This is an optimization exercise on Yosys and OpenROAD, whose aim is small area, a short achievable clock period and few clock cycles, not a production implementation.
Function was checked by simulation only, so behaviour that the tests miss may differ from the original.
No activity file was given, so power comes from the tool's default toggle rates.

// Mips_Processor
module Mips_Processor (
    input             clk,
    input             rst,
    output     [15:0] mem_addr,
    output            mem_wr,
    output     [15:0] mem_wdata,
    input      [15:0] mem_rdata,
    output reg        wb_we,
    output reg [3:0]  wb_rd,
    output reg [15:0] wb_data
);
    localparam OP_ADD  = 4'd0,  OP_ADDM = 4'd1,  OP_SUB = 4'd2,  OP_ADDI = 4'd3;
    localparam OP_MUL  = 4'd4,  OP_AND  = 4'd5,  OP_SHL = 4'd6,  OP_LW   = 4'd7;
    localparam OP_LWI  = 4'd8,  OP_SW   = 4'd9,  OP_SWI = 4'd10, OP_CLR  = 4'd11;
    localparam OP_LI   = 4'd12, OP_CMP  = 4'd13, OP_BNE = 4'd14, OP_J    = 4'd15;
    function writes_reg(input [3:0] op);
        writes_reg = (op == OP_ADD) || (op == OP_ADDM) || (op == OP_SUB) || (op == OP_ADDI) ||
                     (op == OP_AND) || (op == OP_SHL) || (op == OP_LW) || (op == OP_LWI) ||
                     (op == OP_CLR) || (op == OP_LI);
    endfunction
    function uses_ba(input [3:0] op);
        uses_ba = (op == OP_ADDM) || (op == OP_LW) || (op == OP_LWI) || (op == OP_SW) || (op == OP_SWI);
    endfunction
    function is_load(input [3:0] op);
        is_load = (op == OP_ADDM) || (op == OP_LW) || (op == OP_LWI);
    endfunction
    function b_is_reg(input [3:0] op);
        b_is_reg = (op == OP_ADD) || (op == OP_SUB) || (op == OP_MUL) || (op == OP_AND) || (op == OP_CMP);
    endfunction
    function real_rd(input [3:0] r);
        real_rd = (r != 4'd0) && (r != 4'd9) && (r != 4'd12) && (r != 4'd13);
    endfunction
    function is_hilo(input [3:0] r);
        is_hilo = (r == 4'd12) || (r == 4'd13);
    endfunction
    reg  [15:0] pc;
    reg         d_valid;
    reg  [15:0] d_ir;
    reg         e_valid;
    reg  [3:0]  e_op, e_rd;
    reg  [15:0] e_v1, e_v2, e_imm;
    reg         e_fm1, e_fw1, e_fm2, e_fw2;
    reg         e_fwd;           
    reg         m_valid, m_port, m_wr, m_phase, m_fwd;
    reg  [3:0]  m_op, m_rd;
    reg  [15:0] m_res, m_s;
    reg  [3:0]  sr;              
    reg  [15:0] hi, lo, mcand;
    reg  [2:0]  mcnt;
    reg  [15:0] rf [0:15];
    wire m_two  = (m_op == OP_LWI) || (m_op == OP_SWI);
    wire freeze = m_valid && m_two && !m_phase;    
    assign mem_addr  = m_port ? m_res : pc;
    assign mem_wr    = m_wr;
    assign mem_wdata = m_s;
    reg [15:0] m_result;
    always @* begin
        case (m_op)
  ...
==> flow/config.mk <==
export PLATFORM = sky130hd
export DESIGN_NAME = Mips_Processor
export DESIGN_NICKNAME = Mips_Processor
export VERILOG_FILES = /design/flow/design.v
export SDC_FILE = /design/flow/constraint.sdc
export NUM_CORES = 4
export LEC_CHECK = 0
export CAP_MARGIN = 20
export CORE_MARGIN = 2
export CORE_UTILIZATION = 40
export PLACE_DENSITY = 0.6
export SLEW_MARGIN = 20
==> flow/constraint.sdc <==
create_clock -name core_clock -period 11.0 [get_ports {clk}]
set_input_delay 2.2000 -clock core_clock [delete_from_list [all_inputs] [get_ports {clk}]]
set_output_delay 2.2000 -clock core_clock [all_outputs]
set_load 0.01 [all_outputs]
standard.sh (not shown) runs the stock make flow with config.mk's settings and CLKGATE_MAP_FILE= SYNTH_SCRIPT=/design/flow/synth_recipe.tcl, a recipe that flattens the netlist after the stock synthesis.
==> flow/flow/run.sh <==
#!/bin/bash
# Standard layout, with timing repair aimed at 8 ns of setup slack.
set -euo pipefail
bash standard.sh SETUP_SLACK_MARGIN=8 finish > flow_make.log 2>&1
Testbench counts at the start, summed over its fixed seeds: cycles 23,254.
Change:
==> flow/flow/run.sh (replaced) <==
#!/bin/bash
# Standard layout, with timing repair aimed at 7 ns of setup slack.
set -euo pipefail
bash standard.sh SETUP_SLACK_MARGIN=7 finish > flow_make.log 2>&1
After rerunning: Routed wire length fell by 20%. Combinational power fell by 31%. Synthesized area is unchanged. Sequential share of layout area climbs by 6.0 points. Power shrinks by 15%. Register-to-register slack is better by 150 ps. Die area stays the same. Sequential cell count is unchanged. Clock skew decreases by 48 ps. Worst setup slack improved by 150 ps.

what the ideal ports hide:
No port has a modelled driver above. Below, the same layouts with a new extraction and two added sets of constraints. Step 1, drivers: a clkbuf_16 drives clk and a buf_2 each remaining input, both assumed. Step 2 adds t to the input delays and takes it off the output delays; t is the mean of the earliest and latest rising clock arrival at the registers after step 1. Input paths then give back, and output paths get back, about the clock's delay inside the block. Three values: ideal ports, drivers, drivers and shift; two values: the first two.
run | t, ns | slack for setup (ns) | worst setup path at the end | latest minus earliest clock arrival (ns) | worst register clock-pin slew, ns
the first run | 0.711 | 6.728 / 6.728 / 6.229 | input to register | 0.114 / 0.115 | 0.07 / 0.07
the second run | 0.683 | 6.880 / 6.880 / 6.406 | input to register | 0.068 / 0.068 | 0.07 / 0.07
After both steps every run listed still meets setup and hold. The setup slack of the first run, which loses most, moves by 0.000 ns with the drivers and by -0.499 ns with both steps.
